Source: an optimization exercise on an open RTL-to-GDS flow (aim: small area). Production flows keep margins and buffers that such runs may drop.
In this exercise RTL edits were held to simulation tests only and were not proved equivalent to the original.
The clock cells of runs 2 to 5 come from the design's own scripts or RTL, not from TritonCTS.
The flow treats the clock pin as an ideal source. Dropping or thinning the clock tree relies on that and would not hold on a real chip.

==> design.v <==
module debounce(
	input reset, clk, in,
	output reg steady,
	output fall);
reg [7:0] q;    
reg old;
wire same = ~(in ^ old);
wire clr = reset | ~same;
wire term = q[0] & q[2] & ~q[3] & q[5] & ~q[6];
assign fall = same & term & steady & ~old;
always @(posedge clk) begin
	old <= in;
	q <= clr ? 8'd0 : {~q[6], ~q[5], ~q[4], q[3], ~q[2], ~q[1], ~q[0], q[7] ^ q[4]};
	if (reset | (same & term)) steady <= in;
end
endmodule
module select_seg(input [10:0] y, output neg, lt15, lt25, output [3:0] hund, tens, ones);
function automatic ltc(input [10:0] v, input [10:0] k);
	integer i; reg r;
	begin r = 1'b0; for (i = 0; i < 11; i = i + 1) r = k[i] ? (~v[i] | r) : (~v[i] & r); ltc = r; end
endfunction
function automatic gec7(input [6:0] v, input [6:0] k);
	integer i; reg r;
	begin r = 1'b1; for (i = 0; i < 7; i = i + 1) r = k[i] ? (v[i] & r) : (v[i] | r); gec7 = r; end
endfunction
wire top = ~y[10] & ~y[9];
wire all6 = &y[8:3];
assign neg = top & ~all6;                               
wire win = top & all6;                                  
assign lt15 = win & ~y[2] & ~(y[1] & y[0]);             
assign lt25 = win & (~y[2] | (~y[1] & ~y[0]));          
wire [1:0] l = y[1:0];
wire c = neg & (l[0] | l[1]);
wire v0 = l[0] ^ neg;
wire v1 = l[1] ^ (neg & ~l[0]);
wire [8:0] k = y[10:2];
wire cv_1;
wire cv_2;
wire cv_3;
wire cv_4;
wire cv_5;
wire cv_6;
wire cv_7;
wire cv_8;
wire cv_9;
wire cv_10;
wire cv_11;
wire cv_12;
wire cv_13;
wire cv_14;
wire cv_15;
wire cv_16;
wire cv_17;
wire cv_18;
wire cv_19;
wire cv_20;
wire cv_21;
wire cv_22;
wire cv_23;
wire cv_24;
wire cv_25;
wire cv_26;
wire cv_27;
wire cv_28;
wire cv_29;
wire cv_30;
wire cv_31;
wire cv_32;
wire cv_33;
wire cv_34;
wire cv_35;
wire cv_36;
wire cv_37;
wire cv_38;
wire cv_39;
wire cv_40;
assign cv_1 = k[0] ^ k[5] ^ k[7];
assign cv_2 = (k[0] & k[5]) | (k[7] & (k[0] ^ k[5]));
assign cv_3 = k[1] ^ k[5] ^ k[6];
assign cv_4 = (k[1] & k[5]) | (k[6] & (k[1] ^ k[5]));
assign cv_5 = k[2] ^ k[5] ^ k[6];
assign cv_6 = (k[2] & k[5]) | (k[6] & (k[2] ^ k[5]));
assign cv_7 = cv_2 ^ cv_3 ^ k[7];
assign cv_8 = (cv_2 & cv_3) | (k[7] & (cv_2 ^ cv_3));
assign cv_9 = cv_4 ^ cv_5 ^ k[8];
assign cv_10 = (cv_4 & cv_5) | (k[8] & (cv_4 ^ cv_5));
assign cv_11 = cv_6 ^ k[3] ^ k[6];
assign cv_12 = (cv_6 & k[3]) | (k[6] & (cv_6 ^ k[3]));
assign cv_13 = cv_8 ^ cv_9 ^ neg;
assign cv_14 = (cv_8 & cv_9) | (neg & (cv_8 ^ cv_9));
assign cv_15 = cv_14 ^ cv_10 ^ cv_11;
assign cv_16 = (cv_14 & cv_10) | (cv_11 & (cv_14 ^ cv_10));
assign cv_17 = cv_16 ^ cv_12 ^ k[4];
assign cv_18 = (cv_16 & cv_12) | (k[4] & (cv_16 ^ cv_12));
assign cv_19 = cv_1 ^ c;
assign cv_20 = cv_1 & c;
assign cv_21 = cv_7 ^ k[8] ^ cv_20;
assign cv_22 = (cv_7 & k[8]) | (cv_20 & (cv_7 ^ k[8]));
assign cv_23 = cv_13 ^ cv_22;
assign cv_24 = cv_13 & cv_22;
assign cv_25 = cv_15 ^ cv_24;
assign cv_26 = cv_15 & cv_24;
assign cv_27 = cv_17 ^ cv_26;
assign cv_28 = cv_17 & cv_26;
assign cv_29 = cv_18 ^ cv_28;
assign cv_30 = cv_18 & cv_28;
assign cv_31 = s[0] ^ d0;
assign cv_32 = s[0] & d0;
assign cv_33 = s[1] ^ d1 ^ cv_32;
assign cv_34 = (s[1] & d1) | (cv_32 & (s[1] ^ d1));
assign cv_35 = s[2] ^ d2 ^ cv_34;
assign cv_36 = (s[2] & d2) | (cv_34 & (s[2] ^ d2));
assign cv_37 = s[3] ^ d3 ^ cv_36;
assign cv_38 = (s[3] & d3) | (cv_36 & (s[3] ^ d3));
assign cv_39 = s[4] ^ d4 ^ cv_38;
assign cv_40 = (s[4] & d4) | (cv_38 & (s[4] ^ d4));
wire [6:0] s = {cv_30, cv_29, cv_27, cv_25, cv_23, cv_21, cv_19};
wire q0 = |s;
wire q1 = gec7(s, 7'd26), q2 = gec7(s, 7'd51);
wire [4:0] dd = q2 ? 5'd13 : q1 ? 5'd6 : q0 ? 5'd31 : 5'd24;
wire d0 = dd[0], d1 = dd[1], d2 = dd[2], d3 = dd[3], d4 = dd[4];
wire [4:0] p = {cv_39, cv_37, cv_35, cv_33, cv_31};
wire [2:0] p1, p0;
assign p1[0] = (~p[2] & ~p[3] & p[4]) | (~p[1] & ~p[2] & p[3] & ~p[4]) | (p[1] & p[2] & ~p[3] & ~p[4]) | (p[0] & p[1] & p[2] & p[3]) | (p[0] & p[2] & ~p[3] & ~p[4]);
assign p0[0] = (p[0] & p[2] & p[4]) | (p[0] & p[1] & ~p[2] & ~p[4]) | (~p[0] & ~p[2] & ~p[3] & p[4]) | (p[0] & ~p[2] & ~p[3] & ~p[4]) | (p[0] & ~p[1] & p[2] & p[3]) | (~p[0] & ~p[1] & ~p[2] & p[3] & ~p[4]) | (~p[0] & p[1] & p[2] & ~p[3] & ~p[4]);
assign p1[1] = (p[1] & p[3]) | (~p[2] & ~p[3] & p[4]) | (p[2] & p[3]);
assign p0[1] = (~p[1] & p[2] & p[3]) | (~p[0] & p[1] & p[4]) | (p[1] & ~p[2] & ~p[3] & ~p[4]) | (p[0] & p[1] & p[2] & ~p[3]) | (~p[0] & ~p[1] & p[3] & ~p[4]) | (p[0] & ~p[1] & ~p[2] & p[4]);
assign p1[2] = (p[2] & p[4]) | (p[3] & p[4]);
assign p0[2] = (p[3] & p[4]) | (p[0] & p[1] & ~p[2] & p[4]) | (p[0] & ~p[1] & ~p[2] & p[3]) | (~p[0] & p[1] & p[2] & p[3]) | (~p[0] & ~p[1] & p[2] & ~p[3] & ~p[4]);
wire w = p1[0] ^ p0[0] ^ k[0] ^ c;
assign hund = {w & (p1[2] | (p1[1] & p1[0])), w ? ~(p1[2] | (p1[1] & p1[0])) : p1[2], w ? (p1[1] ^ p1[0]) : p1[1], p1[0] ^ w};
assign tens = {p0, v1};
assign ones = {1'b0, v0, v0 & neg, v0 ^ neg};
endmodule
module sell_machine_2( 
	input clk,
	input in_5j, in_1y, in_5y,
	input in_buy1, in_buy2,
	input reset, in_refund,
	output reg out_less, out_take, out_money,
	output [2:0] which_seg, output [6:0] seg);
reg [5:0] c5, c10, c50;    
reg [5:0] m1, m2;          
reg [13:0] tq;             
wire f5, f10, f50;
wire s5, s10, s50;
debounce de1(reset, clk, in_5j, s5, f5);
debounce de2(reset, clk, in_1y, s10, f10);
debounce de3(reset, clk, in_5y, s50, f50);
function automatic [5:0] inc6(input [5:0] v, input en);
	integer i; reg k;
	begin k = en; for (i = 0; i < 6; i = i + 1) begin inc6[i] = v[i] ^ k; k = k & v[i]; end end
endfunction
function automatic [5:0] dec6(input [5:0] v, input en);
	integer i; reg k;
	begin k = en; for (i = 0; i < 6; i = i + 1) begin dec6[i] = v[i] ^ k; k = k & ~v[i]; end end
endfunction
wire cclr = reset | in_refund;
always @(posedge clk) begin
	c5 <= cclr ? 6'd0 : inc6(c5, f5);
	c10 <= cclr ? 6'd0 : inc6(c10, f10);
	c50 <= cclr ? 6'd0 : inc6(c50, f50);
end
wire [10:0] y;
wire ms_1;
wire ms_2;
wire ms_3;
wire ms_4;
wire ms_5;
wire ms_6;
wire ms_7;
wire ms_8;
wire ms_9;
wire ms_10;
wire ms_11;
wire ms_12;
wire ms_13;
wire ms_14;
wire ms_15;
wire ms_16;
wire ms_17;
wire ms_18;
wire ms_19;
wire ms_20;
wire ms_21;
wire ms_22;
wire ms_23;
wire ms_24;
wire ms_25;
wire ms_26;
wire ms_27;
wire ms_28;
wire ms_29;
wire ms_30;
wire ms_31;
wire ms_32;
wire ms_33;
wire ms_34;
wire ms_35;
wire ms_36;
wire ms_37;
wire ms_38;
wire ms_39;
wire ms_40;
wire ms_41;
wire ms_42;
wire ms_43;
wire ms_44;
wire ms_45;
wire ms_46;
wire ms_47;
wire ms_48;
wire ms_49;
wire ms_50;
wire ms_51;
wire ms_52;
wire ms_53;
wire ms_54;
wire ms_55;
wire ms_56;
wire ms_57;
wire ms_58;
wire ms_59;
wire ms_60;
wire ms_61;
wire ms_62;
wire ms_63;
wire ms_64;
wire ms_65;
wire ms_66;
wire ms_67;
wire ms_68;
wire ms_69;
wire ms_70;
wire ms_71;
wire ms_72;
wire ms_73;
wire ms_74;
wire ms_75;
wire ms_76;
wire ms_77;
wire ms_78;
wire ms_79;
wire ms_80;
wire ms_81;
wire ms_82;
wire ms_83;
wire ms_84;
assign ms_1 = c5[0] ^ m1[0] ^ m2[0];
assign ms_2 = (c5[0] & m1[0]) | (m2[0] & (c5[0] ^ m1[0]));
assign ms_3 = c5[1] ^ c10[0] ^ c50[0];
assign ms_4 = (c5[1] & c10[0]) | (c50[0] & (c5[1] ^ c10[0]));
assign ms_5 = m1[1] ^ m1[0] ^ m2[1];
assign ms_6 = (m1[1] & m1[0]) | (m2[1] & (m1[1] ^ m1[0]));
assign ms_7 = c5[2] ^ c10[1] ^ c50[1];
assign ms_8 = (c5[2] & c10[1]) | (c50[1] & (c5[2] ^ c10[1]));
assign ms_9 = m1[2] ^ m1[1] ^ m2[2];
assign ms_10 = (m1[2] & m1[1]) | (m2[2] & (m1[2] ^ m1[1]));
assign ms_11 = c5[3] ^ c10[2] ^ c50[2];
assign ms_12 = (c5[3] & c10[2]) | (c50[2] & (c5[3] ^ c10[2]));
assign ms_13 = c50[0] ^ m1[3] ^ m1[2];
assign ms_14 = (c50[0] & m1[3]) | (m1[2] & (c50[0] ^ m1[3]));
assign ms_15 = c5[4] ^ c10[3] ^ c50[3];
assign ms_16 = (c5[4] & c10[3]) | (c50[3] & (c5[4] ^ c10[3]));
assign ms_17 = c50[1] ^ m1[4] ^ m1[3];
assign ms_18 = (c50[1] & m1[4]) | (m1[3] & (c50[1] ^ m1[4]));
assign ms_19 = c5[5] ^ c10[4] ^ c50[4];
assign ms_20 = (c5[5] & c10[4]) | (c50[4] & (c5[5] ^ c10[4]));
assign ms_21 = c50[2] ^ m1[5] ^ m1[4];
assign ms_22 = (c50[2] & m1[5]) | (m1[4] & (c50[2] ^ m1[5]));
assign ms_23 = c10[5] ^ c50[5] ^ c50[3];
assign ms_24 = (c10[5] & c50[5]) | (c50[3] & (c10[5] ^ c50[5]));
assign ms_25 = ms_2 ^ ms_3 ^ ms_5;
assign ms_26 = (ms_2 & ms_3) | (ms_5 & (ms_2 ^ ms_3));
assign ms_27 = ms_4 ^ ms_6 ^ ms_7;
assign ms_28 = (ms_4 & ms_6) | (ms_7 & (ms_4 ^ ms_6));
assign ms_29 = ms_8 ^ ms_10 ^ ms_11;
assign ms_30 = (ms_8 & ms_10) | (ms_11 & (ms_8 ^ ms_10));
assign ms_31 = ms_13 ^ m2[3] ^ m2[1];
assign ms_32 = (ms_13 & m2[3]) | (m2[1] & (ms_13 ^ m2[3]));
assign ms_33 = ms_12 ^ ms_14 ^ ms_15;
assign ms_34 = (ms_12 & ms_14) | (ms_15 & (ms_12 ^ ms_14));
assign ms_35 = ms_17 ^ m2[4] ^ m2[2];
assign ms_36 = (ms_17 & m2[4]) | (m2[2] & (ms_17 ^ m2[4]));
assign ms_37 = ms_16 ^ ms_18 ^ ms_19;
assign ms_38 = (ms_16 & ms_18) | (ms_19 & (ms_16 ^ ms_18));
assign ms_39 = ms_21 ^ m2[5] ^ m2[3];
assign ms_40 = (ms_21 & m2[5]) | (m2[3] & (ms_21 ^ m2[5]));
assign ms_41 = ms_20 ^ ms_22 ^ ms_23;
assign ms_42 = (ms_20 & ms_22) | (ms_23 & (ms_20 ^ ms_22));
assign ms_43 = ms_24 ^ c50[4] ^ m2[5];
assign ms_44 = (ms_24 & c50[4]) | (m2[5] & (ms_24 ^ c50[4]));
assign ms_45 = ms_26 ^ ms_27 ^ ms_9;
assign ms_46 = (ms_26 & ms_27) | (ms_9 & (ms_26 ^ ms_27));
assign ms_47 = ms_28 ^ ms_29 ^ ms_31;
assign ms_48 = (ms_28 & ms_29) | (ms_31 & (ms_28 ^ ms_29));
assign ms_49 = ms_30 ^ ms_32 ^ ms_33;
assign ms_50 = (ms_30 & ms_32) | (ms_33 & (ms_30 ^ ms_32));
assign ms_51 = ms_34 ^ ms_36 ^ ms_37;
assign ms_52 = (ms_34 & ms_36) | (ms_37 & (ms_34 ^ ms_36));
assign ms_53 = ms_38 ^ ms_40 ^ ms_41;
assign ms_54 = (ms_38 & ms_40) | (ms_41 & (ms_38 ^ ms_40));
assign ms_55 = ms_48 ^ ms_49 ^ ms_35;
assign ms_56 = (ms_48 & ms_49) | (ms_35 & (ms_48 ^ ms_49));
assign ms_57 = ms_50 ^ ms_51 ^ ms_39;
assign ms_58 = (ms_50 & ms_51) | (ms_39 & (ms_50 ^ ms_51));
assign ms_59 = ms_52 ^ ms_53 ^ m1[5];
assign ms_60 = (ms_52 & ms_53) | (m1[5] & (ms_52 ^ ms_53));
assign ms_61 = ms_54 ^ ms_42 ^ ms_43;
assign ms_62 = (ms_54 & ms_42) | (ms_43 & (ms_54 ^ ms_42));
assign ms_63 = ms_58 ^ ms_59 ^ m2[4];
assign ms_64 = (ms_58 & ms_59) | (m2[4] & (ms_58 ^ ms_59));
assign ms_65 = ms_62 ^ ms_44 ^ c50[5];
assign ms_66 = (ms_62 & ms_44) | (c50[5] & (ms_62 ^ ms_44));
assign ms_67 = ms_64 ^ ms_60 ^ ms_61;
assign ms_68 = (ms_64 & ms_60) | (ms_61 & (ms_64 ^ ms_60));
assign ms_69 = ms_45 ^ m2[0];
assign ms_70 = ms_45 & m2[0];
assign ms_71 = ms_46 ^ ms_47 ^ ms_70;
assign ms_72 = (ms_46 & ms_47) | (ms_70 & (ms_46 ^ ms_47));
assign ms_73 = ms_55 ^ ms_72;
assign ms_74 = ms_55 & ms_72;
assign ms_75 = ms_56 ^ ms_57 ^ ms_74;
assign ms_76 = (ms_56 & ms_57) | (ms_74 & (ms_56 ^ ms_57));
assign ms_77 = ms_63 ^ ms_76;
assign ms_78 = ms_63 & ms_76;
assign ms_79 = ms_67 ^ ms_78;
assign ms_80 = ms_67 & ms_78;
assign ms_81 = ms_68 ^ ms_65 ^ ms_80;
assign ms_82 = (ms_68 & ms_65) | (ms_80 & (ms_68 ^ ms_65));
assign ms_83 = ms_66 ^ ms_82;
assign ms_84 = ms_66 & ms_82;
assign y = {ms_84, ms_83, ms_81, ms_79, ms_77, ms_75, ms_73, ms_71, ms_69, ms_25, ms_1};
wire neg, lt15, lt25;
wire [3:0] hund, tens, ones;
select_seg conv(y, neg, lt15, lt25, hund, tens, ones);
wire busy = out_take | out_less | out_money;
wire shop = ~busy & tq[0];
wire idle = ~busy & ~tq[0];
wire done = tq[13] & tq[12] & ~tq[11] & ~tq[10] & ~tq[9] & tq[7] & tq[5] & ~tq[4] & tq[2] & ~tq[1] & ~tq[0];
wire go1 = idle & in_buy1;
wire go2 = idle & ~in_buy1 & in_buy2;
wire gor = idle & ~in_buy1 & ~in_buy2 & in_refund;
wire ok1 = go1 & ~lt15;
wire ok2 = go2 & ~lt25;
always @(posedge clk) begin
	tq[13:1] <= (reset | ~busy | done) ? 13'd0 : tq[12:0];
	tq[0] <= reset ? 1'b0 : ~busy ? (ok1 | ok2) : done ? 1'b0 : ~(tq[13] ^ tq[4] ^ tq[1]);
end
always @(posedge clk) begin
	if (reset) begin
		out_take <= 0; out_less <= 0; out_money <= 0;
	end else begin
		out_take <= shop | (out_take & ~done);
		out_less <= (go1 & lt15) | (go2 & lt25) | (out_less & ~done);
		out_money <= gor | (out_money & ~done);
	end
	m1 <= (reset | gor) ? 6'h3f : dec6(m1, ok1);
	m2 <= (reset | gor) ? 6'h3f : dec6(m2, ok2);
end
reg [1:0] sa;
reg [3:0] sb;
reg [3:0] dig, shown;
wire sa3 = sa[1] & sa[0];
wire sb9 = sb[3] & sb[0];
wire t_h = sa[1] & ~sa[0] & sb9;                           
wire t_t = ~sa[1] & ~sa[0] & sb[2] & sb[1] & sb[0];        
wire t_o = ~sa[1] & sa[0] & sb[2] & sb[1] & ~sb[0];        
wire t_show = ~sb[3] & ~sb[2] & ~sb[1] & ~sb[0] & ~sa3;    
always @(posedge clk) begin
	if (reset) begin
		sa <= 2'd3; sb <= 4'd1; dig <= 0; shown <= 0;
	end else begin
		sb <= (sa3 | sb9) ? 4'd0 : sb + 1'd1;
		sa <= sa3 ? 2'd0 : sa + sb9;
		if (t_h | t_t | t_o) dig <= sa[1] ? hund : sa[0] ? ones : tens;
		if (t_show) shown <= dig;
	end
end
assign which_seg = {~((~sa[1] & ~sa[0]) | (sa3 & sb[0])), ~(~sa[1] & sa[0]), ~((sa[1] & ~sa[0]) | (sa3 & ~sb[0]))};
wire [6:0] pat;
assign pat[0] = (~shown[0] & ~shown[1] & shown[2]) | (shown[0] & ~shown[1] & ~shown[2] & ~shown[3]);
assign pat[1] = (~shown[0] & shown[1] & shown[2]) | (shown[0] & ~shown[1] & shown[2]);
assign pat[2] = (~shown[0] & shown[1] & ~shown[2]);
assign pat[3] = (~shown[0] & ~shown[1] & shown[2]) | (shown[0] & shown[1] & shown[2]) | (shown[0] & ~shown[1] & ~shown[2] & ~shown[3]);
assign pat[4] = (shown[0]) | (~shown[1] & shown[2]);
assign pat[5] = (shown[1] & ~shown[2]) | (shown[0] & shown[1]) | (shown[0] & ~shown[2] & ~shown[3]);
assign pat[6] = (~shown[1] & ~shown[2] & ~shown[3]) | (shown[0] & shown[1] & shown[2]);
assign seg = pat;
endmodule
==> flow/run.sh <==
#!/bin/bash
# Own layout flow: the standard ORFS flow, with an area-oriented ABC mapping script
# (and no pre-mapping ABC pass in Yosys) and a clock tree without dummy loads.
set -euo pipefail
W=$(pwd)
rm -rf "$W/scripts_own"
cp -r "$FLOW_HOME/scripts" "$W/scripts_own"
cp "$W/flow/abc_area.script" "$W/scripts_own/abc_area.script"
export CTS_ARGS="-sink_clustering_enable -repair_clock_nets -dont_use_dummy_load -buf_list sky130_fd_sc_hd__clkbuf_8"
export BUFFER_PORTS_ARGS="-buffer_cell sky130_fd_sc_hd__buf_1"
bash standard.sh SCRIPTS_DIR="$W/scripts_own" SYNTH_ARGS=-noabc ABC_AREA=1 finish > "$W/standard_flow.log" 2>&1
==> flow/abc_area.script <==
strash
&get -n
&deepsyn -T 60
&put
&get -n
&st
&dch -f
&nf -R 1000 -a
&put
topo
==> standard.sh <==
#!/bin/bash
# synth_recipe.tcl (not shown) runs the flow's synth.tcl, then flattens the netlist and writes it again
# the make line also repeats each setting of config.mk as NAME=value (left out here)
make -C /OpenROAD-flow-scripts/flow DESIGN_CONFIG=/design/flow/config.mk WORK_HOME=/design/flow/orfs CLKGATE_MAP_FILE= SYNTH_SCRIPT=/design/flow/synth_recipe.tcl "${@:-finish}"
==> config.mk <==
export PLATFORM = sky130hd
export DESIGN_NAME = sell_machine_2
export DESIGN_NICKNAME = sell_machine_2
export VERILOG_FILES = /design/flow/design.v
export SDC_FILE = /design/flow/constraint.sdc
export NUM_CORES = 4
export LEC_CHECK = 0
export ABC_AREA = 1
export CAP_MARGIN = 20
export CORE_MARGIN = 2
export CORE_UTILIZATION = 40
export SLEW_MARGIN = 20
==> constraint.sdc <==
create_clock -name core_clock -period 20.0 [get_ports {clk}]
set_input_delay 4.0000 -clock core_clock [delete_from_list [all_inputs] [get_ports {clk}]]
set_output_delay 4.0000 -clock core_clock [all_outputs]
set_load 0.01 [all_outputs]
==> metrics.md, run 1 <==
| Metric | Value |
|---|---|
| Outcome | no timing/DRC/antenna violations |
| Vias in the first global route | around 3200 |
| Core Box Area | 11900 sq um |
| Grt ovf | 0 |
| Startpoint Class | register |
| Hpwl dp | around 6500 um |
| CTS tree | built |
| Port Buffer Count | 20 |
| Detailed Route Iter0 Violations | just over 100 |
| FP Rows | 40 |
| Syn avg cell area | ~11 sq um |
| Synth warn | 3 |
| Starting Density | roughly 41% |
| Final setup vio count | 0 |
| # hold bufs at CTS | 0 |
| Crit path arrival time | about 12 ns |
| Hold Path End | de2.q[2]$_SDFF_PP0_ |
| CP dominant cell by count | fa_1 |
| Commonest register cell after synthesis | dfxtp_1 |
| CP endpoint kind | register |
| Critical Path Fanout Max | 6 |
| Ys async rst share | 0% |
| Post-route core utilization | approximately 44% |
| Initial antenna violation count | 0 |
| Clk buf depth | 2 |
| WL final | about 8000 um |
| Final hold vios | 0 |
| Post-synthesis cell type count | between 40 and 50 |
| Max-capacitance violation count | 0 |
| Worst slack at placement | ~8.7 ns |
| Worst slew pin tran | roughly 0.82 ns |
| Via count | between 3000 and 4000 |
| Net Count, Synth | between 500 and 600 |
| Part of the cycle the worst path needs | 56.5% |
| Area Growth Syn to Fin | 8.10% |
| TritonCTS Sinks | about 90 |
| Number of enable flip-flop cells after synthesis | 3 |
| Cts bufs inserted | 9 |
| Post-synth top area cell | dfxtp_1 |
| Synth Register Bits | between 90 and 100 |
| Antenna diode count | 0 |
| Final Skew | roughly 0.017 ns |
| Area share of the largest cell type after synthesis | a little over a third |
| Die ar. | around 13000 sq um |
| Kind of critical path | register to register |
| Avg WL per Cell | between 10 and 15 um |
| Synth top area cells | dfxtp_1, fa_1, ha_1 |
| CP required | approximately 20 ns |
| Pre-antenna DRT Iters | 4 |
| Layout net count | 579 |
| Clock transition at path regs | roughly 0.080 ns |
| RSZ-0062 raised after global routing | no |
| CTS resizes | 0 |
| Die width | 114 um |
| Reg-to-Reg Start | c50[5]$_SDFF_PP0_ |
| Root Buffer | clkbuf_8 |
| Syn Inst Count | between 400 and 500 |
| Largest net degree at the start of global routing | 25 |
| Tot GR Track Use | between 10 and 15% |
| R2r setup slk | about 8.7 ns |
| FMAX | around 0.088 GHz |
| Share of cells above drive strength 1 | approximately 2.1% |
| Slew headroom | between 40% and 50% |
| Min-Delay Startpoint | de2.q[1]$_SDFF_PP0_ |
| Postcts setup bufs | 0 |
| Slew Viols, Final | 0 |
| Min Tclk post-route | between 10 and 15 ns |
| Final routed DRC violation total | 0 |
| ANT nets after route | 0 |
| R2R cell count | 35 |
| Post-synthesis sequential area ratio | roughly two fifths |
| Synthesized cell area | ~4800 sq um |
| Chip height | 114 um |
| HP Class | register to register |
| H-tree depth | 3 |
| Synth cell count leaders | dfxtp_1, fa_1, nor2_1, ha_1, nand2_1 |
| Clock latency (worst-skew pair) | about 0.35 ns |
| First-pass GRT wire length | 14300 um |
| Vias per cell | between 4 and 5 |
| Setup TNS | 0 ns |
| Count leader, synth | dfxtp_1 |
| Final setup slack of the worst path | between 8 and 9 ns |
| GP Congestion | roughly 0.78 |
| Worst R2R End | dig[1]$_SDFFE_PP0P_ |
| Largest stage delay, worst path | 0.60 ns |
| Io pins | 21 |
| Slowest CP cell | fa_1 |
| WHS Path Cells | 1 |
| Layout filler cell count | around 1100 |
==> layer usage <==
metal  global-route usage (%)  part of all wire, %
met4                     3.41                 0.83
met2                     22.6                   48
met5                        0                    0
met3                     3.67                  2.8
met1                     18.4                   48
==> layout make-up <==
cell class | count | area, sq um | share of cell area (%)
Clock buffer | 9 | 124 | 2.38
Inverter | 29 | 109 | 2.09
Multi-Input combinational cell | 326 | 2860 | 54.9
Sequential cell | 91 | 1850 | 35.6
Tap cell | 147 | 184 | 3.53
Timing Repair Buffer | 21 | 82.6 | 1.59
==> placed cells by master, fill, tap and decap left out, types with 15 or more instances in the layout <==
cell,instances
nor2_1,45
buf_1,20
dfxtp_1,88
xnor2_1,20
clkinv_1,29
fa_1,50
and2_0,15
a21oi_1,17
ha_1,43
nand2_1,42
==> critical path, delay by kind of cell (launching register included) <==
family,cells,cell delay (ns)
and+or+nand+nor,3,0.54
buffers and inverters,1,0.07
muxes,2,0.44
adders and majority gates,19,7.87
DFF,1,0.42
AOI/OAI and AO/OA,5,0.70
xor gates and xnor gates,5,1.16
==> flip-flops by register name, indices dropped and copies added (netlist names), 6 cells and up <==
signal,cells
de3.q,8
m2,6
m1,6
c10,6
c50,6
tq,14
de2.q,8
de1.q,8
c5,6
==> per-stage QoR <==
step	hold WS [ns]	area, sq um	cells
2_1_floorplan	0.368	4820	446
3_3_place_gp	0.369	5080	614
3_5_place_dp	0.376	5080	614
4_1_cts	0.389	5210	623
5_1_grt	0.399	5210	623
6_report	0.388	5210	623
==> how the worst max path moves through the flow <==
stage / start / endpoint / slack (ns) / depth (start not counted)
floorplan: c10[5]$_SDFF_PP0_ / dig[1]$_SDFFE_PP0P_ / 9.29 / 35
global placement: c5[4]$_SDFF_PP0_ / dig[1]$_SDFFE_PP0P_ / 9.02 / 35
detailed placement: c50[5]$_SDFF_PP0_ / dig[1]$_SDFFE_PP0P_ / 8.68 / 35
CTS: c50[5]$_SDFF_PP0_ / dig[1]$_SDFFE_PP0P_ / 8.66 / 35
global route: c50[5]$_SDFF_PP0_ / dig[1]$_SDFFE_PP0P_ / 8.03 / 35
finish: c50[5]$_SDFF_PP0_ / dig[1]$_SDFFE_PP0P_ / 8.70 / 35
==> cell families after synthesis <==
family,Yosys count,share of synthesized area [%]
adder cells (fa/ha/maj),93,31.9
AO/OA/AOI/OAI,49,6.47
flip-flops,91,38.4
AND/OR/NAND/NOR,159,16.3
multiplexers,2,0.415
XOR/XNOR,23,4.18
buffers and inverters,29,2.26
==> inputs of run 2 (changes only) <==
--- a/design.v
+++ b/design.v
@@ -362,16 +362,19 @@
 reg [3:0] sb;
 reg [3:0] dig, shown;
 wire sa3 = sa[1] & sa[0];
-wire sb9 = sb[3] & sb[0];
-wire t_h = sa[1] & ~sa[0] & sb9;                           
-wire t_t = ~sa[1] & ~sa[0] & sb[2] & sb[1] & sb[0];        
-wire t_o = ~sa[1] & sa[0] & sb[2] & sb[1] & ~sb[0];        
-wire t_show = ~sb[3] & ~sb[2] & ~sb[1] & ~sb[0] & ~sa3;    
+wire sb9 = (sb[1] & ~sb[3]);
+wire sb7 = (sb[1] & ~sb[2]);
+wire sb6 = (sb[0] & sb[1]);
+wire sb0 = (~sb[0] & ~sb[2] & ~sb[3]);
+wire t_h = sa[1] & ~sa[0] & sb9;    
+wire t_t = ~sa[1] & ~sa[0] & sb7;   
+wire t_o = ~sa[1] & sa[0] & sb6;    
+wire t_show = sb0 & ~sa3;           
 always @(posedge clk) begin
 	if (reset) begin
-		sa <= 2'd3; sb <= 4'd1; dig <= 0; shown <= 0;
+		sa <= 2'd3; sb <= 4'b0001; dig <= 0; shown <= 0;
 	end else begin
-		sb <= (sa3 | sb9) ? 4'd0 : sb + 1'd1;
+		sb <= (sa3 | sb9) ? 4'd0 : {sb[2], ~sb[1], sb[0], sb[2] ^ sb[3]};
 		sa <= sa3 ? 2'd0 : sa + sb9;
 		if (t_h | t_t | t_o) dig <= sa[1] ? hund : sa[0] ? ones : tens;
 		if (t_show) shown <= dig;
--- a/flow/run.sh
+++ b/flow/run.sh
@@ -6,6 +6,9 @@
 rm -rf "$W/scripts_own"
 cp -r "$FLOW_HOME/scripts" "$W/scripts_own"
 cp "$W/flow/abc_area.script" "$W/scripts_own/abc_area.script"
+sed -i "s|^log_cmd clock_tree_synthesis .*|source $W/flow/own_cts.tcl|" "$W/scripts_own/cts.tcl"
+grep -q own_cts.tcl "$W/scripts_own/cts.tcl"
+export OWN_CLOCK_LEAF=sky130_fd_sc_hd__clkbuf_16 OWN_CLOCK_ROOT=none OWN_CLOCK_CLUSTERS=4
 export CTS_ARGS="-sink_clustering_enable -repair_clock_nets -dont_use_dummy_load -buf_list sky130_fd_sc_hd__clkbuf_8"
 export BUFFER_PORTS_ARGS="-buffer_cell sky130_fd_sc_hd__buf_1"
 bash standard.sh SCRIPTS_DIR="$W/scripts_own" SYNTH_ARGS=-noabc ABC_AREA=1 finish > "$W/standard_flow.log" 2>&1
==> flow/own_cts.tcl (new file) <==
# Clock tree: the flip-flops are split into clusters by position (k-means); each cluster gets
# a leaf clock buffer at its centre, and one root buffer at the centre of the leaves drives them.
set block [ord::get_db_block]
set db [ord::get_db]
set dbu [$block getDbUnitsPerMicron]
set clknet [$block findNet clk]
set ffs {}
foreach it [$clknet getITerms] {
  lappend ffs $it
}
set pts {}
foreach it $ffs {
  set bb [[$it getInst] getBBox]
  lappend pts [list [expr {([$bb xMin] + [$bb xMax]) / 2.0}] [expr {([$bb yMin] + [$bb yMax]) / 2.0}]]
}
set n [llength $ffs]
set k $::env(OWN_CLOCK_CLUSTERS)
# initial centres: spread over the sorted order by x then y
set order [lsort -real -index 0 [lmap p $pts i [lsearch -all $pts *] {list [lindex $p 0] [lindex $p 1]}]]
set cents {}
for {set c 0} {$c < $k} {incr c} {
  lappend cents [lindex $order [expr {int(($c + 0.5) * $n / $k)}]]
}
for {set iter 0} {$iter < 50} {incr iter} {
  set assign {}
  foreach p $pts {
    set best 0; set bd 1e30
    for {set c 0} {$c < $k} {incr c} {
      set cc [lindex $cents $c]
      set d [expr {abs([lindex $p 0] - [lindex $cc 0]) + abs([lindex $p 1] - [lindex $cc 1])}]
      if {$d < $bd} { set bd $d; set best $c }
    }
    lappend assign $best
  }
  set new {}
  for {set c 0} {$c < $k} {incr c} {
    set sx 0; set sy 0; set m 0
    foreach p $pts a $assign { if {$a == $c} { set sx [expr {$sx + [lindex $p 0]}]; set sy [expr {$sy + [lindex $p 1]}]; incr m } }
    if {$m > 0} { lappend new [list [expr {$sx / $m}] [expr {$sy / $m}]] } else { lappend new [lindex $cents $c] }
  }
  set cents $new
}
set leafm [$db findMaster $::env(OWN_CLOCK_LEAF)]
set rootnet [odb::dbNet_create $block clk_root]
$rootnet setSigType CLOCK
set rx 0; set ry 0
for {set c 0} {$c < $k} {incr c} {
  set cc [lindex $cents $c]
  set buf [odb::dbInst_create $block $leafm clkbuf_leaf_$c]
  set lnet [odb::dbNet_create $block clk_leaf_$c]
  $lnet setSigType CLOCK
  [$buf findITerm A] connect $rootnet
  [$buf findITerm X] connect $lnet
  set m 0
  foreach it $ffs a $assign { if {$a == $c} { $it disconnect; $it connect $lnet; incr m } }
  $buf setLocation [expr {int([lindex $cc 0])}] [expr {int([lindex $cc 1])}]
  $buf setPlacementStatus PLACED
  set rx [expr {$rx + [lindex $cc 0]}]; set ry [expr {$ry + [lindex $cc 1]}]
  puts "own_cts: leaf $c drives $m flip-flops at [expr {[lindex $cc 0] / $dbu}] [expr {[lindex $cc 1] / $dbu}]"
}
if {$::env(OWN_CLOCK_ROOT) eq "none"} {
  # the clock port drives the leaf buffers directly
  foreach it [$rootnet getITerms] { $it disconnect; $it connect $clknet }
  odb::dbNet_destroy $rootnet
} else {
  set rootm [$db findMaster $::env(OWN_CLOCK_ROOT)]
  set root [odb::dbInst_create $block $rootm clkbuf_root]
  [$root findITerm A] connect $clknet
  [$root findITerm X] connect $rootnet
  $root setLocation [expr {int($rx / $k)}] [expr {int($ry / $k)}]
  $root setPlacementStatus PLACED
}
set_propagated_clock [all_clocks]
==> run 2 against run 1 <==
Effect of this change:
- critical path depth unchanged
- hold slack worse by 0.0016 ns
- first-iteration DRC count up 3.9%
- core utilization up 0.74 points
- synthesized cell count down 1.6%
- fmax up 2.6%
- clock skew down 0.0051 ns
- die area down 0.46%
- via count down 2.8%
- final area down 0.86%
- critical endpoint is now dig[2]$_SDFFE_PP0P_
==> metrics.md, run 2 <==
| Metric | Value |
|---|---|
| Outcome | no timing/DRC/antenna violations |
| Layout filler cell count | 1114 (-0.98%) |
| HP Class | register to register |
| Number of enable flip-flop cells after synthesis | 3 (unchanged) |
| Biggest register | tq |
| Post-synthesis cell type count | 41 (unchanged) |
| Worst slew pin tran | 0.817 ns (+0.0000692 ns) |
| Commonest register cell after synthesis | dfxtp_1 |
| Largest register FFs | 14 (unchanged) |
| Max-capacitance violation count | 0 (unchanged) |
| Startpoint Class | register |
| Placed cells | 603 (-1.8%) |
| Pre-antenna DRT Iters | 4 (unchanged) |
| Syn Inst Count | 439 (-1.6%) |
| Setup TNS | 0 ns (unchanged) |
| # hold bufs at CTS | 0 (unchanged) |
| Crit path arrival time | 11.07 ns (-0.48 ns) |
| Chip height | 113 um (-0.23%) |
| Initial antenna violation count | 0 (unchanged) |
| Post-route core utilization | 44.7% (+0.74 points) |
| Largest family of logic cells by synthesized area | adder cells |
| Xor and xnor fraction of the mapped netlist area | 4.02% (-0.16 points) |
| WL final | 7850 um (-2.2%) |
| Slowest CP cell | fa_1 |
| Post-synthesis sequential area ratio | 38.6% (+0.18 points) |
| Die ar. | 12900 sq um (-0.46%) |
| Part of the cycle the worst path needs | 55.1% (-1.4 points) |
| Via count | 2993 (-2.8%) |
| Die width | 113 um (-0.23%) |
| Final hold vios | 0 (unchanged) |
| CTS resizes | 0 (unchanged) |
| Multi-input logic area | 2860 sq um (about the same) |
| Port Buffer Count | 20 (unchanged) |
| Synth top area cells | dfxtp_1, fa_1, ha_1 |
| Clock latency (worst-skew pair) | 0.16 ns (-0.19 ns) |
| First-pass GRT wire length | 14100 um (-0.87%) |
| Antenna diode count | 0 (unchanged) |
| FF/Latch Area | 1850 sq um (unchanged) |
| Critical Path Fanout Max | 4 (-2) |
| FP Rows | 39 (-2.5%) |
| Most common cell after layout, fill and taps aside | dfxtp_1 |
| Slew headroom | 45.3% (about the same) |
| Min Tclk post-route | 11.01 ns (-0.290 ns) |
| Synth Register Bits | 91 (unchanged) |
| FMAX | 0.0908 GHz (+2.6%) |
| Grt ovf | 0 (unchanged) |
| Mux share of post-synthesis cell area | 0.209% (-0.21 points) |
| Simple-Gate Fraction of Synth Area | 16.7% (+0.39 points) |
| CP dominant cell by count | fa_1 |
| Synth cell count leaders | dfxtp_1, fa_1, nor2_1, ha_1, and2_0 |
| Share of cells above drive strength 1 | 1.29% (-0.81 points) |
| Area Growth Syn to Fin | 7.67% |
| Vias in the first global route | 3124 (-1.1%) |
| Clock transition at path regs | 0.09 ns (about the same) |
| Post-synth top area cell | dfxtp_1 |
| Net Count, Synth | 539 (-1.5%) |
| Synthesized cell area | 4800 sq um (-0.47%) |
| Largest stage delay, worst path | 0.60 ns (about the same) |
| Syn avg cell area | 10.9 sq um (+1.1%) |
| ANT nets after route | 0 (unchanged) |
| Tot GR Track Use | 12.8% (-1.0 points) |
| Count leader, synth | dfxtp_1 |
| Core Box Area | 11600 sq um (-2.5%) |
| Hpwl dp | 6540 um (+0.31%) |
| GP Congestion | 0.760 (-2.5%) |
| Kind of critical path | register to register |
| Placed inst area | 5060 sq um (-0.42%) |
| CP endpoint kind | register |
| RSZ-0062 raised after global routing | no |
| Final setup vio count | 0 (unchanged) |
| Final Skew | 0.0114 ns (-0.00514 ns) |
| Synth warn | 3 (unchanged) |
| CP required | 20.05 ns (-0.20 ns) |
| Vias per cell | 4.93 (-0.26%) |
| Area share of the largest cell type after synthesis | 36.7% (+0.17 points) |
| Largest net degree at the start of global routing | 27 (+8.0%) |
| Compound-Gate Fraction of Synth Area | 6.68% (+0.21 points) |
| Most frequent cells in the layout | dfxtp_1, fa_1, nor2_1 |
| Postcts setup bufs | 0 (unchanged) |
| Final routed DRC violation total | 0 (unchanged) |
| Final non-filler cell total | 607 (-2.6%) |
| Layout net count | 566 (-2.2%) |
| Detailed Route Iter0 Violations | 106 (+3.9%) |
| Post-Synth Adder-Cell Area | 31.8% (-0.11 points) |
| Avg WL per Cell | 12.9 um (+0.39%) |
| Finished Cell Area | 5160 sq um (-0.86%) |
| Ys async rst share | 0% (unchanged) |
| Starting Density | 41.5% (+0.85 points) |
| Io pins | 21 (unchanged) |
| Slew Viols, Final | 0 (unchanged) |
[run 2: cell families after synthesis]
group,count (synthesis)
multiplexers,1
adder cells (fa/ha/maj),92
flip-flops,91
AND/OR/NAND/NOR,159
buffers and inverters,25
XOR/XNOR,22
AO/OA/AOI/OAI,49
[run 2: worst paths after layout]
check                      startpoint  cells past startpoint  slack (ns)                   to
setup reg to reg    c50[5]$_SDFF_PP0_                     35        8.99  dig[2]$_SDFFE_PP0P_
hold reg to reg   de3.q[1]$_SDFF_PP0_                      1        0.39  de3.q[2]$_SDFF_PP0_
hold / removal    de3.q[1]$_SDFF_PP0_                      1        0.39  de3.q[2]$_SDFF_PP0_
setup / recovery    c50[5]$_SDFF_PP0_                     35        8.99  dig[2]$_SDFFE_PP0P_
[run 2: cell type report]
| class | instances | area share, % |
|---|---|---|
| multi-input combinational | 323 | 55.3 |
| sequential | 91 | 35.9 |
| tap | 143 | 3.46 |
| buffer | 4 | 1.94 |
| inverter | 25 | 1.82 |
| timing repair buffer | 21 | 1.60 |
[run 2: stage by stage]
stage          setup WS, ns  hold slack [ns]
3_5_place_dp           8.95            0.374
3_3_place_gp           9.25            0.375
4_1_cts                8.93            0.388
6_report               8.99            0.386
5_1_grt                8.29            0.403
2_1_floorplan          9.51            0.368
[run 2: worst max-delay path, delay by kind of cell, from the launching register on]
family                   cells  cell delay, ns
AO/OA/AOI/OAI                4            0.63
XOR/XNOR                     5            1.06
adder cells (fa/ha/maj)     19            7.87
buffers and inverters        1            0.07
flip-flops                   1            0.42
AND/OR/NAND/NOR              6            0.87
[run 2: metal layers]
metal,share of wire (%),wire length [um],track usage [%]
met5,0,0,0
met4,0.65,51,1.14
met3,3.0,239,0.797
met2,47,3650,22.0
met1,50,3910,18.6
==> inputs of run 3 (changes only) <==
--- a/design.v
+++ b/design.v
@@ -337,15 +337,15 @@
 wire busy = out_take | out_less | out_money;
 wire shop = ~busy & tq[0];
 wire idle = ~busy & ~tq[0];
-wire done = tq[13] & tq[12] & ~tq[11] & ~tq[10] & ~tq[9] & tq[7] & tq[5] & ~tq[4] & tq[2] & ~tq[1] & ~tq[0];
+wire done = tq[13] & ~tq[11] & tq[10] & tq[8] & ~tq[7] & tq[6] & tq[5] & ~tq[3] & ~tq[2] & ~tq[1] & tq[0];
 wire go1 = idle & in_buy1;
 wire go2 = idle & ~in_buy1 & in_buy2;
 wire gor = idle & ~in_buy1 & ~in_buy2 & in_refund;
 wire ok1 = go1 & ~lt15;
 wire ok2 = go2 & ~lt25;
 always @(posedge clk) begin
-	tq[13:1] <= (reset | ~busy | done) ? 13'd0 : tq[12:0];
-	tq[0] <= reset ? 1'b0 : ~busy ? (ok1 | ok2) : done ? 1'b0 : ~(tq[13] ^ tq[4] ^ tq[1]);
+	tq[13:1] <= (reset | ~busy | done) ? 13'd0 : ~tq[12:0];
+	tq[0] <= reset ? 1'b0 : ~busy ? (ok1 | ok2) : done ? 1'b0 : tq[13] ^ tq[10] ^ tq[6];
 end
 always @(posedge clk) begin
 	if (reset) begin
==> flow/run.sh (replaced) <==
#!/bin/bash
# Own layout flow: the standard ORFS flow (bash standard.sh, same synthesis script and
# registers), with these changes:
#  - Yosys runs without its pre-mapping ABC pass (SYNTH_ARGS=-noabc) and ABC maps with the
#    area-oriented script flow/abc_area.script;
#  - the ports are buffered with buf_1;
#  - the clock tree is flow/own_cts.tcl: the flip-flops are split into OWN_CLOCK_CLUSTERS groups
#    by position, each driven by one clock buffer (OWN_CLOCK_LEAF) that the clock port drives.
# All tool output goes to standard_flow.log and to ORFS's own logs under orfs/logs.
set -euo pipefail
W=$(pwd)
rm -rf "$W/scripts_own"
cp -r "$FLOW_HOME/scripts" "$W/scripts_own"
cp "$W/flow/abc_area.script" "$W/scripts_own/abc_area.script"
sed -i "s|^log_cmd clock_tree_synthesis .*|source $W/flow/own_cts.tcl|" "$W/scripts_own/cts.tcl"
grep -q own_cts.tcl "$W/scripts_own/cts.tcl"
export OWN_CLOCK_LEAF=sky130_fd_sc_hd__clkbuf_16 OWN_CLOCK_ROOT=none OWN_CLOCK_CLUSTERS=4
export BUFFER_PORTS_ARGS="-buffer_cell sky130_fd_sc_hd__buf_1"
bash standard.sh SCRIPTS_DIR="$W/scripts_own" SYNTH_ARGS=-noabc ABC_AREA=1 finish > "$W/standard_flow.log" 2>&1
==> flow/abc_area.script (replaced) <==
strash
dc2
&get -n
&deepsyn -T 60
&put
&get -n
&st
&synch2
&nf -R 1000 -a
&put
topo
==> run 3 against run 2 <==
Effect of this change:
- still clean
- final area hardly changed
- die area hardly changed
- via count is 1.6% higher
- global-route usage is 0.37 points lower
- hold slack better by 0.0020 ns
- core utilization is 1.1 points lower
- highest routed layer unchanged
==> metrics.md, run 3 <==
| Metric | Value |
|---|---|
| Outcome | no timing/DRC/antenna violations |
| Antenna diode count | 0 (unchanged) |
| Die width | 114 um (about the same) |
| Max-capacitance violation count | 0 (unchanged) |
| Synth warn | 3 (unchanged) |
| Most common cell after layout, fill and taps aside | dfxtp_1 |
| Part of the cycle the worst path needs | 57.8% (+2.7 points) |
| Biggest register | tq |
| Via count | 3042 (+1.6%) |
| Worst slew pin tran | 0.816 ns (-0.00163 ns) |
| Largest net degree at the start of global routing | 27 (unchanged) |
| WL final | 7600 um (-3.2%) |
| Worst setup path end | dig[1]$_SDFFE_PP0P_ |
| Postcts setup bufs | 0 (unchanged) |
| Slew Viols, Final | 0 (unchanged) |
| Commonest register cell after synthesis | dfxtp_1 |
| Core Box Area | 11900 sq um (+2.6%) |
| First-pass GRT wire length | 13800 um (-2.0%) |
| Number of enable flip-flop cells after synthesis | 3 (unchanged) |
| Critical Path Fanout Max | 7 (+3) |
| Worst R2R End | dig[1]$_SDFFE_PP0P_ |
| Synth top area cells | dfxtp_1, fa_1, ha_1 |
| Share of cells above drive strength 1 | 1.06% (-0.23 points) |
| Clock transition at path regs | 0.09 ns (about the same) |
| Slew headroom | 45.4% (+0.11 points) |
| Largest stage delay, worst path | 0.60 ns (about the same) |
| Largest register FFs | 14 (unchanged) |
| Die ar. | 12900 sq um (about the same) |
| Multi-input logic area | 2850 sq um (-0.35%) |
| Net Count, Synth | 547 (+1.5%) |
| Final Skew | 0.00899 ns (-0.00240 ns) |
| CP required | 20.03 ns (-0.02 ns) |
| Layout net count | 574 (+1.4%) |
| R2R cell count | 37 (+5.7%) |
| Area share of the largest cell type after synthesis | 36.7% (about the same) |
| Synth cell count leaders | dfxtp_1, nor2_1, fa_1, ha_1, nand2_1 |
| Avg WL per Cell | 12.3 um (-5.1%) |
| Min Tclk post-route | 11.56 ns (+0.547 ns) |
| Synth Register Bits | 91 (unchanged) |
| Hpwl dp | 6260 um (-4.3%) |
| Syn Inst Count | 447 (+1.8%) |
| CTS resizes | 0 (unchanged) |
| GP Congestion | 0.728 (-4.1%) |
| Most frequent cells in the layout | dfxtp_1, nor2_1, fa_1 |
| Initial antenna violation count | 0 (unchanged) |
| HP Class | register to register |
| FMAX | 0.0865 GHz (-4.7%) |
| Worst Setup SP | c50[4]$_SDFF_PP0_ |
| Slowest CP cell | fa_1 |
| Final setup vio count | 0 (unchanged) |
| Final routed DRC violation total | 0 (unchanged) |
| R2r setup slk | 8.44 ns (-0.55 ns) |
| Post-synthesis cell type count | 41 (unchanged) |
| Count leader, synth | dfxtp_1 |
| Kind of critical path | register to register |
| Synthesized cell area | 4800 sq um (about the same) |
| # hold bufs at CTS | 0 (unchanged) |
| Vias per cell | 4.91 (-0.33%) |
| Clock latency (worst-skew pair) | 0.15 ns (about the same) |
| Vias in the first global route | 3157 (+1.1%) |
| Starting Density | 40.5% (-1.0 points) |
| FF/Latch Area | 1850 sq um (unchanged) |
| Detailed Route Iter0 Violations | 145 (+37%) |
| CP dominant cell by count | fa_1 |
| Post-synthesis sequential area ratio | 38.6% (about the same) |
| RSZ-0062 raised after global routing | no |
| Port Buffer Count | 20 (unchanged) |
| Post-synth top area cell | dfxtp_1 |
| Io pins | 21 (unchanged) |
| Pre-antenna DRT Iters | 4 (unchanged) |
| Hold Slack | 0.388 ns (+0.00202 ns) |
| Setup TNS | 0 ns (unchanged) |
| Tot GR Track Use | 12.4% (-0.37 points) |
| ANT nets after route | 0 (unchanged) |
| Layout filler cell count | 1134 (+1.8%) |
| Area Growth Syn to Fin | 7.64% (about the same) |
| Startpoint Class | register |
| Reg-to-Reg Start | c50[4]$_SDFF_PP0_ |
| Syn avg cell area | 10.7 sq um (-1.7%) |
| FP Rows | 40 (+2.6%) |
| Final hold vios | 0 (unchanged) |
| Crit path arrival time | 11.60 ns (+0.53 ns) |
| Ys async rst share | 0% (unchanged) |
| CP endpoint kind | register |
| Chip height | 114 um (about the same) |
| Grt ovf | 0 (unchanged) |
-- run 3: cell count changes after synthesis, sizes merged, moves of 3 or more --
cell    previous run  this run
xnor2             18        14
o21a               1         5
a21oi             13        10
and2              34        20
a31oi              4         0
nand2b             7        12
xor2               4         7
nor2              45        61
-- run 3: cell type report --
| cell class | count | share of cell area (%) |
|---|---|---|
| Timing Repair Buffer | 21 | 1.60 |
| Buffer | 4 | 1.94 |
| Tap cell | 147 | 3.56 |
| Sequential cell | 91 | 35.8 |
| Multi-Input combinational cell | 329 | 55.1 |
| Inverter | 27 | 1.96 |
-- run 3: kinds of logic (layout without fill, tap and decap cells) --
| logic type | Yosys count | count (layout) | share of synthesized area, % |
|---|---|---|---|
| xor+xnor | 21 | 21 | 3.83 |
| fa+ha+maj | 92 | 92 | 31.8 |
| simple gates | 167 | 167 | 16.8 |
| flops | 91 | 91 | 38.6 |
| mux | 2 | 2 | 0.417 |
| buf+inv | 27 | 52 | 2.11 |
| compound gates | 47 | 47 | 6.47 |
-- run 3: worst max-delay path, delay by kind of cell (launching register included) --
| kind | cells | cell delay, ns |
|---|---|---|
| AOI/OAI and AO/OA | 6 | 1.15 |
| muxes | 1 | 0.14 |
| and+or+nand+nor | 6 | 0.80 |
| buffers and inverters | 1 | 0.07 |
| DFF | 1 | 0.42 |
| xor gates and xnor gates | 4 | 0.99 |
| adders and majority gates | 19 | 7.88 |
-- run 3: how the worst min path moves through the flow --
stage	startpoint	to	cells past startpoint
floorplan	de1.q[1]$_SDFF_PP0_	de1.q[2]$_SDFF_PP0_	1
global placement	tq[4]$_SDFF_PP0_	tq[5]$_SDFF_PP0_	1
detailed placement	tq[9]$_SDFF_PP0_	tq[10]$_SDFF_PP0_	1
CTS	de1.q[1]$_SDFF_PP0_	de1.q[2]$_SDFF_PP0_	1
global route	tq[9]$_SDFF_PP0_	tq[10]$_SDFF_PP0_	1
finish	de1.q[1]$_SDFF_PP0_	de1.q[2]$_SDFF_PP0_	1
-- run 3: metal layers --
metal  vias to the layer above  share of wire, %  track usage, %
met5                         -                 0               0
met4                         0              0.50           0.488
met3                         5               2.0           0.744
met2                        26                48            22.8
met1                      1472                49            17.2
li1                       1539                 -               -
-- run 3: per-stage QoR --
stage / instance area, sq um / utilization, % / setup WS, ns / instances
finish: 5170 / 43.6 / 8.44 / 619
global route: 5170 / 43.6 / 7.70 / 619
CTS: 5170 / 43.6 / 8.42 / 619
detailed placement: 5070 / 42.7 / 8.46 / 615
global placement: 5070 / 42.7 / 8.73 / 615
floorplan: 4800 / - / 9.07 / 447
==> inputs of run 4 (changes only) <==
--- a/design.v
+++ b/design.v
@@ -148,12 +148,12 @@
 debounce de2(reset, clk, in_1y, s10, f10);
 debounce de3(reset, clk, in_5y, s50, f50);
 function automatic [5:0] inc6(input [5:0] v, input en);
-	integer i; reg k;
-	begin k = en; for (i = 0; i < 6; i = i + 1) begin inc6[i] = v[i] ^ k; k = k & v[i]; end end
+	integer i;
+	begin for (i = 0; i < 6; i = i + 1) inc6[i] = v[i] ^ (en & ((v & ((6'd1 << i) - 6'd1)) == ((6'd1 << i) - 6'd1))); end
 endfunction
 function automatic [5:0] dec6(input [5:0] v, input en);
-	integer i; reg k;
-	begin k = en; for (i = 0; i < 6; i = i + 1) begin dec6[i] = v[i] ^ k; k = k & ~v[i]; end end
+	integer i;
+	begin for (i = 0; i < 6; i = i + 1) dec6[i] = v[i] ^ (en & ((v & ((6'd1 << i) - 6'd1)) == 6'd0)); end
 endfunction
 wire cclr = reset | in_refund;
 always @(posedge clk) begin
==> flow/abc_area.script (replaced) <==
strash
dc2
&get -n
&deepsyn -J 20 -T 600
&put
&get -n
&st
&synch2
&nf -R 1000 -a
&put
topo
==> run 4 against run 3 <==
Effect of this change:
- critical path depth down 3
- routed wire length up 4.3%
- first-iteration DRC count up 14%
- register-to-register slack about the same
- largest cell class unchanged
- highest routed layer unchanged
==> metrics.md, run 4 <==
| Metric | Value |
|---|---|
| Outcome | no timing/DRC/antenna violations |
| Ys async rst share | 0% (unchanged) |
| Final hold vios | 0 (unchanged) |
| Final setup slack of the worst path | 8.42 ns (-0.0147 ns) |
| Via count | 3128 (+2.8%) |
| Most frequent cells in the layout | dfxtp_1, nor2_1, fa_1 |
| Worst R2R End | dig[2]$_SDFFE_PP0P_ |
| Reg-to-Reg Start | c50[3]$_SDFF_PP0_ |
| FP Rows | 39 (-2.5%) |
| Largest net degree at the start of global routing | 25 (-7.4%) |
| Syn avg cell area | 10.5 sq um (-2.5%) |
| Synth cell count leaders | dfxtp_1, nor2_1, fa_1, nand2_1, ha_1 |
| Vias per cell | 5.07 (+3.2%) |
| Final routed DRC violation total | 0 (unchanged) |
| Largest stage delay, worst path | 0.60 ns (about the same) |
| Port Buffer Count | 20 (unchanged) |
| Placed cells | 613 (-0.33%) |
| Layout net count | 557 (-3.0%) |
| Post-synthesis sequential area ratio | 39.3% (+0.74 points) |
| Clock latency (worst-skew pair) | 0.15 ns (about the same) |
| Critical Path Fanout Max | 6 (-1) |
| Synth Register Bits | 91 (unchanged) |
| CTS resizes | 0 (unchanged) |
| Detailed Route Iter0 Violations | 166 (+14%) |
| CP dominant cell by count | fa_1 |
| Worst slack at placement | 8.39 ns (-0.0713 ns) |
| Slew Viols, Final | 0 (unchanged) |
| Area Growth Syn to Fin | 7.65% (about the same) |
| Biggest register | tq |
| Min Tclk post-route | 11.58 ns (+0.0147 ns) |
| Post-synth top area cell | dfxtp_1 |
| # hold bufs at CTS | 0 (unchanged) |
| ANT nets after route | 0 (unchanged) |
| Hold Slack | 0.388 ns (-0.0000860 ns) |
| Startpoint Class | register |
| Final Skew | 0.0109 ns (+0.00192 ns) |
| R2R cell count | 34 (-8.1%) |
| Setup TNS | 0 ns (unchanged) |
| Antenna diode count | 0 (unchanged) |
| Max-capacitance violation count | 0 (unchanged) |
| Synth warn | 3 (unchanged) |
| Synthesized cell area | 4710 sq um (-1.9%) |
| Number of enable flip-flop cells after synthesis | 3 (unchanged) |
| Count leader, synth | dfxtp_1 |
| CP required | 20.05 ns (+0.02 ns) |
| Share of cells above drive strength 1 | 1.05% (-0.0045 points) |
| Die ar. | 12700 sq um (-1.8%) |
| FMAX | 0.0864 GHz (-0.13%) |
| Slew headroom | 43.4% (-2.0 points) |
| WL final | 7930 um (+4.3%) |
| Tot GR Track Use | 12.9% (+0.43 points) |
| Area share of the largest cell type after synthesis | 37.4% (+0.70 points) |
| Part of the cycle the worst path needs | 57.9% (+0.073 points) |
| CP endpoint kind | register |
| Clock transition at path regs | 0.09 ns (about the same) |
| Vias in the first global route | 3175 (+0.57%) |
| HP Class | register to register |
| First-pass GRT wire length | 14300 um (+2.9%) |
| GP Congestion | 0.851 (+17%) |
| Die width | 113 um (-0.91%) |
| Post-synthesis cell type count | 42 (+2.4%) |
| Syn Inst Count | 450 (+0.67%) |
| Most common cell after layout, fill and taps aside | dfxtp_1 |
| R2r setup slk | 8.42 ns (about the same) |
| Avg WL per Cell | 12.9 um (+4.7%) |
| Final setup vio count | 0 (unchanged) |
| Grt ovf | 0 (unchanged) |
| Chip height | 113 um (-0.91%) |
| Commonest register cell after synthesis | dfxtp_1 |
| Pre-antenna DRT Iters | 4 (unchanged) |
| Largest register FFs | 14 (unchanged) |
| Initial antenna violation count | 0 (unchanged) |
| Slowest CP cell | fa_1 |
| Core Box Area | 11500 sq um (-3.3%) |
| Synth top area cells | dfxtp_1, fa_1, ha_1 |
| Hold Path End | tq[13]$_SDFF_PP0_ |
| WHS Path Cells | 1 (unchanged) |
| Io pins | 21 (unchanged) |
| Net Count, Synth | 531 (-2.9%) |
| Min-Delay Startpoint | tq[12]$_SDFF_PP0_ |
| RSZ-0062 raised after global routing | no |
| Kind of critical path | register to register |
| Final non-filler cell total | 617 (-0.32%) |
| Hpwl dp | 6420 um (+2.5%) |
| Starting Density | 41.1% (+0.61 points) |
| Worst slew pin tran | 0.849 ns (+0.0330 ns) |
| Crit path arrival time | 11.63 ns (+0.03 ns) |
| Postcts setup bufs | 0 (unchanged) |
==> run 4: how the worst max path moves through the flow <==
stage / slack (ns) / cells past startpoint / startpoint / to
after floorplan: 9.07 / 34 / c50[3]$_SDFF_PP0_ / dig[2]$_SDFFE_PP0P_
after global placement: 8.70 / 34 / c50[4]$_SDFF_PP0_ / dig[2]$_SDFFE_PP0P_
after detailed placement: 8.39 / 34 / c50[3]$_SDFF_PP0_ / dig[2]$_SDFFE_PP0P_
after CTS: 8.40 / 34 / c50[4]$_SDFF_PP0_ / dig[2]$_SDFFE_PP0P_
after global routing: 7.65 / 34 / c50[3]$_SDFF_PP0_ / dig[1]$_SDFFE_PP0P_
final: 8.42 / 34 / c50[3]$_SDFF_PP0_ / dig[2]$_SDFFE_PP0P_
==> run 4: metrics by stage <==
stage	util [%]	area, sq um
2_1_floorplan	-	4710
3_3_place_gp	43.3	4960
3_5_place_dp	43.3	4970
4_1_cts	44.2	5070
5_1_grt	44.2	5070
6_report	44.2	5070
==> run 4: area by class of cell <==
class,instances,area (sq um)
Fill cell,1095,6400
Multi-Input combinational cell,339,2790
Sequential cell,91,1850
Tap cell,143,179
Buffer,4,100
Timing Repair Buffer,20,75.1
Inverter,20,75.1
==> run 4: logic make-up after synthesis <==
| group | share of synthesized area, % |
|---|---|
| AOI/OAI and AO/OA | 8.40 |
| DFF | 39.3 |
| adders and majority gates | 27.4 |
| buffers and inverters | 1.59 |
| and+or+nand+nor | 18.0 |
| muxes | 0.452 |
| xor gates and xnor gates | 4.84 |
==> run 4: layer usage <==
layer	routed length [um]	up-vias	share of wire, %	track usage (%)
li1	-	1566	-	-
met1	3810	1522	48	17.9
met2	3850	35	49	23.1
met3	208	5	2.6	0.864
met4	59	0	0.74	0.976
met5	0	-	0	0
==> run 4: critical path: cells and delay by family, from the launching register on <==
family / cells / cell delay, ns
AOI/OAI and AO/OA: 8 / 1.71
DFF: 1 / 0.46
buffers and inverters: 1 / 0.07
and+or+nand+nor: 2 / 0.32
adders and majority gates: 19 / 7.93
xor gates and xnor gates: 4 / 0.98
==> inputs of run 5 (changes only) <==
--- a/flow/run.sh
+++ b/flow/run.sh
@@ -14,6 +14,6 @@
 cp "$W/flow/abc_area.script" "$W/scripts_own/abc_area.script"
 sed -i "s|^log_cmd clock_tree_synthesis .*|source $W/flow/own_cts.tcl|" "$W/scripts_own/cts.tcl"
 grep -q own_cts.tcl "$W/scripts_own/cts.tcl"
-export OWN_CLOCK_LEAF=sky130_fd_sc_hd__clkbuf_16 OWN_CLOCK_ROOT=none OWN_CLOCK_CLUSTERS=4
+export OWN_CLOCK_LEAF=sky130_fd_sc_hd__clkbuf_16 OWN_CLOCK_ROOT=none OWN_CLOCK_CLUSTERS=3
 export BUFFER_PORTS_ARGS="-buffer_cell sky130_fd_sc_hd__buf_1"
 bash standard.sh SCRIPTS_DIR="$W/scripts_own" SYNTH_ARGS=-noabc ABC_AREA=1 finish > "$W/standard_flow.log" 2>&1
==> run 5 against run 4 <==
Effect of this change:
- still clean on timing, DRC and antenna
- global-route usage about the same
- sequential share of layout area grew 0.18 points
- worst setup slack lost 0.061 ns
- cell count fell by 0.16%
- largest cell class unchanged
==> metrics.md, run 5 <==
| Metric | Value |
|---|---|
| Outcome | no timing/DRC/antenna violations |
| Initial antenna violation count | 0 (unchanged) |
| Number of enable flip-flop cells after synthesis | 3 (unchanged) |
| Synth Register Bits | 91 (unchanged) |
| Pre-antenna DRT Iters | 4 (unchanged) |
| Setup TNS | 0 ns (unchanged) |
| Final setup vio count | 0 (unchanged) |
| Largest family of logic cells by synthesized area | adder cells |
| CP dominant cell by count | fa_1 |
| Worst Path Buf+Inv | 1 (unchanged) |
| Syn avg cell area | 10.5 sq um (unchanged) |
| Max-capacitance violation count | 0 (unchanged) |
| Critical Path Fanout Max | 6 (unchanged) |
| Synthesized cell area | 4710 sq um (unchanged) |
| Die width | 113 um (unchanged) |
| Finished Cell Area | 5040 sq um (-0.49%) |
| Via count | 3119 (-0.29%) |
| Most frequent cells in the layout | dfxtp_1, nor2_1, fa_1 |
| Post-synthesis cell type count | 42 (unchanged) |
| Biggest register | tq |
| Largest net degree at the start of global routing | 36 (+44%) |
| Most common cell after layout, fill and taps aside | dfxtp_1 |
| Simple-Gate Fraction of Synth Area | 18.0% (unchanged) |
| Post-route core utilization | 44.0% (-0.22 points) |
| Chip height | 113 um (unchanged) |
| GP Congestion | 0.851 (unchanged) |
| Vias per cell | 5.06 (-0.13%) |
| Commonest register cell after synthesis | dfxtp_1 |
| WL final | 7920 um (-0.19%) |
| Slew Viols, Final | 0 (unchanged) |
| Largest delay contributor family on the critical path | adder cells |
| Post-Synth Adder-Cell Area | 27.4% (unchanged) |
| Synth top area cells | dfxtp_1, fa_1, ha_1 |
| Layout net count | 556 (-0.18%) |
| Antenna diode count | 0 (unchanged) |
| Postcts setup bufs | 0 (unchanged) |
| Xor and xnor fraction of the mapped netlist area | 4.84% (unchanged) |
| R2r setup slk | 8.36 ns (-0.06 ns) |
| Share of cells above drive strength 1 | 0.846% (-0.21 points) |
| Area Growth Syn to Fin | 7.12% |
| Placed inst area | 4970 sq um (unchanged) |
| Tot GR Track Use | 12.9% (+0.024 points) |
| Slew headroom | 43.0% (-0.43 points) |
| Vias in the first global route | 3137 (-1.2%) |
| FMAX | 0.0859 GHz (-0.52%) |
| FP Rows | 39 (unchanged) |
==> run 5: cell counts after synthesis <==
Identical to the previous run, type by type.
==> run 5: worst reg2reg max path, delay by kind of cell (launching register included) <==
kind,cells,cell delay (ns)
adder cells (fa/ha/maj),19,7.98
AO/OA/AOI/OAI,8,1.71
XOR/XNOR,4,0.98
flip-flops,1,0.47
AND/OR/NAND/NOR,2,0.32
buffers and inverters,1,0.07
==> run 5: cells by family after synthesis <==
logic type	after synthesis
XOR/XNOR	26
AND/OR/NAND/NOR	177
adder cells (fa/ha/maj)	73
flip-flops	91
multiplexers	2
buffers and inverters	20
AO/OA/AOI/OAI	61
==> run 5: layout make-up <==
type	instances	area, sq um
Multi-Input combinational cell	339	2790
Sequential cell	91	1850
Inverter	20	75.1
Buffer	3	75.1
Timing Repair Buffer	20	75.1
Fill cell	1099	6420
Tap cell	143	179
==> run 5: layer usage <==
layer | vias to the layer above | GRT usage, % | part of all wire (%)
met5 | - | 0 | 0
met4 | 0 | 0.732 | 0.57
met3 | 5 | 0.864 | 2.4
met2 | 31 | 23.2 | 48
met1 | 1520 | 18.0 | 49
li1 | 1563 | - | -
==> run 5: path summary, 6_finish.rpt <==
check                    startpoint                  end  depth (start not counted)
hold reg to reg   tq[12]$_SDFF_PP0_    tq[13]$_SDFF_PP0_                          1
setup reg to reg  c50[3]$_SDFF_PP0_  dig[2]$_SDFFE_PP0P_                         34
setup / recovery  c50[3]$_SDFF_PP0_  dig[2]$_SDFFE_PP0P_                         34
hold / removal    tq[12]$_SDFF_PP0_    tq[13]$_SDFF_PP0_                          1
==> run 5: through the flow <==
stage | instances
after floorplan | 450
after global placement | 613
after detailed placement | 613
after CTS | 616
after global routing | 616
final | 616

[static timing again, ports no longer ideal]
The results above use ideal ports. As a check the final layouts listed here were re-extracted and re-timed, cells and wires unchanged.
Step 1 (the two cells are an assumption about what drives the block):
set clk [get_ports {clk}]
set_driving_cell -lib_cell sky130_fd_sc_hd__clkbuf_16 $clk
set_driving_cell -lib_cell sky130_fd_sc_hd__buf_2 [delete_from_list [all_inputs] $clk]
Step 2 also shifts input and output timing later by t, the mid clock arrival at the registers, as if the neighbouring blocks saw the same clock.
Three values: no drivers, after step 1, after step 2; two values: the first two.
run	shift t [ns]	setup slack, ns	worst setup path at the end	worst slew at a driven data input, ns
run 1	0.367	8.696 / 8.696 / 8.696	register to register	0.05
run 2	0.227	8.985 / 8.985 / 8.985	register to register	0.03
run 3	0.221	8.438 / 8.438 / 8.438	register to register	0.03
run 4	0.223	8.423 / 8.423 / 8.423	register to register	0.05
run 5	0.227	8.362 / 8.362 / 8.362	register to register	0.05
After both steps every run listed still meets setup and hold.
